This is an optimization exercise on Yosys and OpenROAD, whose aim is small area, not a production implementation.
The RTL was checked by simulation tests, not by an equivalence proof against the original design.
The flow treats the clock pin as an ideal source, which a real chip does not have.

==> fjord: inputs <==
==> flow/design.v (excerpt) <==
module m16imit(
	input clk100,										 
	input rst_n,										 
	output Orb_serial,
	output Orb_M8,
	output Orb_M1
);
==> module m16imit, before the edit <==
module m16imit(
	input clk100,										 
	input rst_n,										 
	output Orb_serial,
	output Orb_M8,
	output Orb_M1
);
reg [4:0] R;
reg [4:0] H;
reg run;				 
reg fw;					 
reg [24:0] N;			 
reg ser;
wire step = (R == 5'd31);
wire wrd = step & (H == 5'd23);
wire [9:0] a = N[9:0];
wire [14:0] f = N[24:10];
wire fz = (f[4:0] == 5'd0);
wire mkS = (a[9:7] == 3'd0) && (a[3:0] == 4'd0) &&
	(((a[6:4] == 3'd0) || (a[6:4] == 3'd4) || (a[6:4] == 3'd5) || (a[6:4] == 3'd7)) == fz);
wire mk240 = (a == 10'd240) && (f[6:0] == 7'd0);
wire m2 = mkS | mk240;
wire mk16 = m2 | (a[3:0] == 4'd1) | (a[3:0] == 4'd4) | (a[3:0] == 4'd5) | (a[3:0] == 4'd7) |
	(a[3:0] == 4'd9) | (a[3:0] == 4'd10) | (a[3:0] == 4'd11) | (a[3:0] == 4'd12);
wire w0 = (a == 10'd120);
wire w12 = (a[5:0] == 6'd62);
wire w594 = (a == 10'd417) && (f[4:0] == 5'd1);
wire [9:0] X16 = w0 ? f[9:0] : w594 ? f[14:5] : N[15:6];
wire isX16 = w0 | w12 | w594;
wire [11:0] word16 = isX16 ? {mk16, X16, 1'b0} : {mk16, 10'd1, 1'b0} ;
wire s16 = (H < 5'd12) ? word16[5'd11 - H] : (H == 5'd22);
wire [9:0] dat1 = f[12:3] + (f[2:0] != 3'd0);
wire [11:0] data8 = (a == 10'd120) ? {f[8:0], 3'b001} :
	(a == 10'd121) ? {1'b0, dat1, 1'b1} :
	w12 ? {1'b0, N[15:6], 1'b0} : 12'h002;
wire m1 = (a[3:0] == 4'd8);
wire o8 = (H == 5'd0) ? (data8[11] | m1 | m2) :
	(H == 5'd1) ? (data8[11] | m2) : data8[4'd11 - H[4:1]];
always @(posedge clk100 or negedge rst_n)
	if (~rst_n) begin
		R <= 5'd4;
		H <= 5'd22;
		run <= 1'b0;
		fw <= 1'b1;
		N <= 25'd120;
		ser <= 1'b0;
	end else begin
		R <= R + 1'b1;
		if (step) H <= (H == 5'd23) ? 5'd0 : H + 1'b1;
		if ((R == 5'd3) && (H == 5'd0)) run <= 1'b1;
		if (run & wrd) begin
			N <= N + 1'b1;
			fw <= 1'b0;
		end
		if (run && (R == 5'd7)) ser <= s16;
	end
assign Orb_serial = ser;
assign Orb_M8 = ~fw & o8;
assign Orb_M1 = ~Orb_M8;
endmodule
Settings: LEC_CHECK=0, CAP_MARGIN=20, CORE_MARGIN=2, CORE_UTILIZATION=40, SLEW_MARGIN=20; clock period 10.0 ns.
run.sh (not shown) runs the stock make flow with config.mk's settings and CLKGATE_MAP_FILE= SYNTH_SCRIPT=/design/flow/synth_recipe.tcl, a recipe that flattens the netlist after the stock synthesis.
==> juniper: changes against fjord <==
--- a/flow/design.v
+++ b/flow/design.v
@@ -8,5 +8,4 @@
 reg [4:0] R;
 reg [4:0] H;
-reg run;				 
 reg fw;					 
 reg [24:0] N;			 
@@ -37,24 +36,25 @@
 wire o8 = (H == 5'd0) ? (data8[11] | m1 | m2) :
 	(H == 5'd1) ? (data8[11] | m2) : data8[4'd11 - H[4:1]];
+wire startup = H[4] & H[3];	 
 always @(posedge clk100 or negedge rst_n)
 	if (~rst_n) begin
 		R <= 5'd4;
-		H <= 5'd22;
-		run <= 1'b0;
-		fw <= 1'b1;
-		N <= 25'd120;
+		H <= 5'd30;
 		ser <= 1'b0;
 	end else begin
 		R <= R + 1'b1;
 		if (step) H <= (H == 5'd23) ? 5'd0 : H + 1'b1;
-		if ((R == 5'd3) && (H == 5'd0)) run <= 1'b1;
-		if (run & wrd) begin
-			N <= N + 1'b1;
-			fw <= 1'b0;
-		end
-		if (run && (R == 5'd7)) ser <= s16;
+		if (R == 5'd7) ser <= s16;
+	end
+always @(posedge clk100)
+	if (startup) begin
+		N <= 25'd120;
+		fw <= 1'b1;
+	end else if (wrd) begin
+		N <= N + 1'b1;
+		fw <= 1'b0;
 	end
 assign Orb_serial = ser;
-assign Orb_M8 = ~fw & o8;
+assign Orb_M8 = ~startup & ~fw & o8;
 assign Orb_M1 = ~Orb_M8;
 endmodule
==> flow/flow/run.sh (new file) <==
#!/bin/bash
# Standard synthesis, then an area re-mapping of its combinational logic,
# then the standard layout flow on the re-mapped netlist.
set -euo pipefail
W=$PWD
R=$W/orfs/results/$FLOW_PLATFORM/m16imit/base
bash standard.sh $R/1_2_yosys.v > $W/log_synth.log 2>&1
cp $R/1_2_yosys.v $W/std_1_2_yosys.v
# a few area scripts, run side by side; the smallest netlist is kept
export LIB=$FLOW_HOME/platforms/$FLOW_PLATFORM/lib/sky130_fd_sc_hd__tt_025C_1v80.lib
export IN_V=$W/std_1_2_yosys.v
for s in area area_mfs area_twice; do
  OUT_V=$W/resynth_$s.v ABC_SCRIPT=$W/flow/$s.abc \
    yosys -c $W/flow/resynth.tcl > $W/log_resynth_$s.log 2>&1 &
done
wait
best=""; bestarea=""
for s in area area_mfs area_twice; do
  a=$(grep "Chip area for module" $W/log_resynth_$s.log | tail -1 | awk '{print $NF}')
  [ -n "$a" ] || continue
  if [ -z "$best" ] || awk -v x="$a" -v y="$bestarea" 'BEGIN{exit !(x<y)}'; then best=$s; bestarea=$a; fi
done
echo "resynthesis kept: $best ($bestarea um2)" > $W/log_resynth_choice.log
cp $W/resynth_$best.v $R/1_2_yosys.v
# clock tree without dummy loads; plain buffers on the ports
export CTS_ARGS="-repair_clock_nets -dont_use_dummy_load -sink_clustering_enable -sink_clustering_size 64 -sink_clustering_max_diameter 500 -buf_list sky130_fd_sc_hd__clkbuf_8"
export POST_CTS_TCL=$W/flow/post_cts.tcl
export FLOW_CLK_PORT=clk100
export FLOW_CLK_ROOT_CELL=sky130_fd_sc_hd__clkbuf_2
export BUFFER_PORTS_ARGS="-buffer_cell sky130_fd_sc_hd__buf_1"
bash standard.sh > $W/log_layout.log 2>&1
==> flow/flow/area.abc (new file) <==
strash
&get -n
&deepsyn -T 60
&dch -f
&nf -a -R 1000
&put
==> flow/flow/area_mfs.abc (new file) <==
strash
&get -n
&deepsyn -T 60
&dch -f
&nf -a -R 1000
&put
mfs3 -a
==> flow/flow/area_twice.abc (new file) <==
strash
&get -n
&deepsyn -T 60
&dch -f
&nf -a -R 1000
&put
strash
&get -n
&dch -f
&nf -a -R 1000
&put
==> flow/flow/post_cts.tcl (new file) <==
# The clock tree's root buffer drives only the few leaf buffers' inputs:
# a small buffer is enough there.
set block [ord::get_db_block]
set clknet [$block findNet $::env(FLOW_CLK_PORT)]
foreach it [$clknet getITerms] {
  if {[$it isInputSignal]} {
    set root [$it getInst]
    if {[string match "sky130_fd_sc_hd__clkbuf_*" [[$root getMaster] getName]]} {
      $root swapMaster [[ord::get_db] findMaster $::env(FLOW_CLK_ROOT_CELL)]
      puts "root [$root getName] is now $::env(FLOW_CLK_ROOT_CELL)"
    }
  }
}
==> flow/flow/resynth.tcl (new file) <==
# Re-map the combinational logic of the standard synthesis netlist for area.
# Flip-flops (and their instance and net names) are kept as they are.
set lib $::env(LIB)
# the platform's don't-use cells (low-power and probe cells) stay out of the mapping
set fh [open $lib]
set libtext [read $fh]
close $fh
set dont {}
foreach {all name} [regexp -all -inline {cell\s*\(\s*"?(sky130_fd_sc_hd__(?:lpflow|probe)\w*)} $libtext] {
  lappend dont -dont_use $name
}
yosys read_liberty -ignore_miss_func -ignore_miss_dir $lib
yosys read_verilog $::env(IN_V)
yosys hierarchy -top $::env(FLOW_TOP)
yosys setattr -mod -set keep_hierarchy 1 sky130_fd_sc_hd__df* sky130_fd_sc_hd__ed* sky130_fd_sc_hd__sd* sky130_fd_sc_hd__dl*
yosys flatten $::env(FLOW_TOP)
yosys select $::env(FLOW_TOP)
yosys opt -purge
yosys abc -script $::env(ABC_SCRIPT) -liberty $lib {*}$dont
yosys opt_clean -purge
yosys splitnets
yosys opt_clean -purge
yosys hilomap -singleton -hicell sky130_fd_sc_hd__conb_1 HI -locell sky130_fd_sc_hd__conb_1 LO
yosys insbuf -buf sky130_fd_sc_hd__buf_4 A X
yosys select -clear
yosys stat -liberty $lib $::env(FLOW_TOP)
yosys select $::env(FLOW_TOP)
yosys write_verilog -noattr -nohex -nodec -selected $::env(OUT_V)
==> flow/standard.sh (new file) <==
#!/bin/bash
# synth_recipe.tcl (not shown) runs the flow's synth.tcl, then flattens the netlist and writes it again
# the make line also repeats each setting of config.mk as NAME=value (left out here)
make -C /OpenROAD-flow-scripts/flow DESIGN_CONFIG=/design/flow/config.mk WORK_HOME=/design/flow/orfs CLKGATE_MAP_FILE= SYNTH_SCRIPT=/design/flow/synth_recipe.tcl "${@:-finish}"
removed: flow/run.sh
==> pepper: changes against fjord <==
--- a/flow/design.v
+++ b/flow/design.v
@@ -8,5 +8,4 @@
 reg [4:0] R;
 reg [4:0] H;
-reg run;				 
 reg fw;					 
 reg [24:0] N;			 
@@ -37,24 +36,25 @@
 wire o8 = (H == 5'd0) ? (data8[11] | m1 | m2) :
 	(H == 5'd1) ? (data8[11] | m2) : data8[4'd11 - H[4:1]];
+wire startup = H[4] & H[3];	 
 always @(posedge clk100 or negedge rst_n)
 	if (~rst_n) begin
 		R <= 5'd4;
-		H <= 5'd22;
-		run <= 1'b0;
-		fw <= 1'b1;
-		N <= 25'd120;
+		H <= 5'd30;
 		ser <= 1'b0;
 	end else begin
 		R <= R + 1'b1;
 		if (step) H <= (H == 5'd23) ? 5'd0 : H + 1'b1;
-		if ((R == 5'd3) && (H == 5'd0)) run <= 1'b1;
-		if (run & wrd) begin
-			N <= N + 1'b1;
-			fw <= 1'b0;
-		end
-		if (run && (R == 5'd7)) ser <= s16;
+		if (R == 5'd7) ser <= s16;
+	end
+always @(posedge clk100)
+	if (startup) begin
+		N <= 25'd120;
+		fw <= 1'b1;
+	end else if (wrd) begin
+		N <= N + 1'b1;
+		fw <= 1'b0;
 	end
 assign Orb_serial = ser;
-assign Orb_M8 = ~fw & o8;
+assign Orb_M8 = ~startup & ~fw & o8;
 assign Orb_M1 = ~Orb_M8;
 endmodule
==> flow/flow/run.sh (new file) <==
#!/bin/bash
# Standard synthesis, then an area re-mapping of its combinational logic,
# then the standard layout flow on the re-mapped netlist.
set -euo pipefail
W=$PWD
R=$W/orfs/results/$FLOW_PLATFORM/m16imit/base
bash standard.sh $R/1_2_yosys.v > $W/log_synth.log 2>&1
cp $R/1_2_yosys.v $W/std_1_2_yosys.v
LIB=$FLOW_HOME/platforms/$FLOW_PLATFORM/lib/sky130_fd_sc_hd__tt_025C_1v80.lib \
IN_V=$W/std_1_2_yosys.v OUT_V=$W/resynth.v ABC_SCRIPT=$W/flow/area.abc \
  yosys -c $W/flow/resynth.tcl > $W/log_resynth.log 2>&1
cp $W/resynth.v $R/1_2_yosys.v
# clock tree without dummy loads; plain buffers on the ports
export CTS_ARGS="-repair_clock_nets -dont_use_dummy_load -sink_clustering_enable -sink_clustering_size 64 -sink_clustering_max_diameter 500 -buf_list sky130_fd_sc_hd__clkbuf_8"
export BUFFER_PORTS_ARGS="-buffer_cell sky130_fd_sc_hd__buf_1"
bash standard.sh > $W/log_layout.log 2>&1
==> flow/flow/area.abc (new file) <==
strash
&get -n
&deepsyn -T 60
&dch -f
&nf -a -R 1000
&put
==> flow/flow/resynth.tcl (new file) <==
# Re-map the combinational logic of the standard synthesis netlist for area.
# Flip-flops (and their instance and net names) are kept as they are.
set lib $::env(LIB)
# the platform's don't-use cells (low-power and probe cells) stay out of the mapping
set fh [open $lib]
set libtext [read $fh]
close $fh
set dont {}
foreach {all name} [regexp -all -inline {cell\s*\(\s*"?(sky130_fd_sc_hd__(?:lpflow|probe)\w*)} $libtext] {
  lappend dont -dont_use $name
}
yosys read_liberty -ignore_miss_func -ignore_miss_dir $lib
yosys read_verilog $::env(IN_V)
yosys hierarchy -top $::env(FLOW_TOP)
yosys setattr -mod -set keep_hierarchy 1 sky130_fd_sc_hd__df* sky130_fd_sc_hd__ed* sky130_fd_sc_hd__sd* sky130_fd_sc_hd__dl*
yosys flatten $::env(FLOW_TOP)
yosys select $::env(FLOW_TOP)
yosys opt -purge
yosys abc -script $::env(ABC_SCRIPT) -liberty $lib {*}$dont
yosys opt_clean -purge
yosys splitnets
yosys opt_clean -purge
yosys hilomap -singleton -hicell sky130_fd_sc_hd__conb_1 HI -locell sky130_fd_sc_hd__conb_1 LO
yosys insbuf -buf sky130_fd_sc_hd__buf_4 A X
yosys select -clear
yosys stat -liberty $lib $::env(FLOW_TOP)
yosys select $::env(FLOW_TOP)
yosys write_verilog -noattr -nohex -nodec -selected $::env(OUT_V)
==> flow/standard.sh (new file) <==
#!/bin/bash
# synth_recipe.tcl (not shown) runs the flow's synth.tcl, then flattens the netlist and writes it again
# the make line also repeats each setting of config.mk as NAME=value (left out here)
make -C /OpenROAD-flow-scripts/flow DESIGN_CONFIG=/design/flow/config.mk WORK_HOME=/design/flow/orfs CLKGATE_MAP_FILE= SYNTH_SCRIPT=/design/flow/synth_recipe.tcl "${@:-finish}"
removed: flow/run.sh
==> flow_summary.ini <==
[final_layout]
nets = 330
layout.cells.most_common = nand2_1
multi_input_area_share = 0.5736
inverters_excl_clock = 14
seq_share = 0.3253
post-route-cell-area_sq_mm = 0.002958

[yosys]
synth_compound_area_frac = 0.1730
ys_seq_area_frac = 0.3394
ys_ff_latch = 38

[power_and_ir_drop]
switching_power_mw = 0.05817
p_int_mw = 0.2096

[outcome]
outcome = no timing/DRC/antenna violations

[grt]
grt_max_degree = 39

[clock_tree]
clock_path_buffers = 2
The numbers above come from fjord.

==> flow_summary.ini <==
[outcome]
outcome = no timing/DRC/antenna violations

[power_and_ir_drop]
p_int_mw = 0.1931
switching_power_mw = 0.04770

[final_layout]
inverters_excl_clock = 8
post-route-cell-area_sq_mm = 0.002250
multi_input_area_share = 0.5506
nets = 277
The numbers above come from pepper.

==> flow_summary.ini <==
[outcome]
outcome = no timing/DRC/antenna violations

[yosys]
synth.cell_area_sq_mm = 0.002062

[grt]
grt_max_degree = 20

[final_layout]
nets = 279
seq_share = 0.3581
layout.cells.most_common = a21oi_1
multi_input_area_share = 0.5508
post-route-cell-area_sq_mm = 0.002240
inverters_excl_clock = 7

[power_and_ir_drop]
p_int_mw = 0.1861
switching_power_mw = 0.04929
The numbers above come from juniper.

## static timing again, ports no longer ideal
The results above use ideal ports. As a check the final layouts listed here were re-extracted and re-timed, cells and wires unchanged. Step 1 sets driving cells, clkbuf_16 on the clock port and buf_2 on the other inputs (assumed; they add their load-dependent delay and slew). Step 2 times the ports against the registers' clock, not the clock port: input delays grow and output delays shrink by t, the midpoint of the rising clock arrivals with the driver on. Three values: ideal ports, drivers, drivers and shift; two values: the first two.
run | t (ns) | setup slack, ns | worst hold slack (ns) | slew at the worst register clock pin (ns) | cell pins on the clock port's net
fjord | 0.314 | 4.454 / 4.424 / 4.737 | 0.462 / 0.462 / 0.462 | 0.08 / 0.08 | 1
juniper | 0.402 | 4.176 / 4.149 / 4.551 | 0.470 / 0.470 / 0.470 | 0.07 / 0.07 | 1
pepper | 0.310 | 4.453 / 4.426 / 4.736 | 0.474 / 0.474 / 0.474 | 0.07 / 0.07 | 1
After both steps every run listed still meets setup and hold.
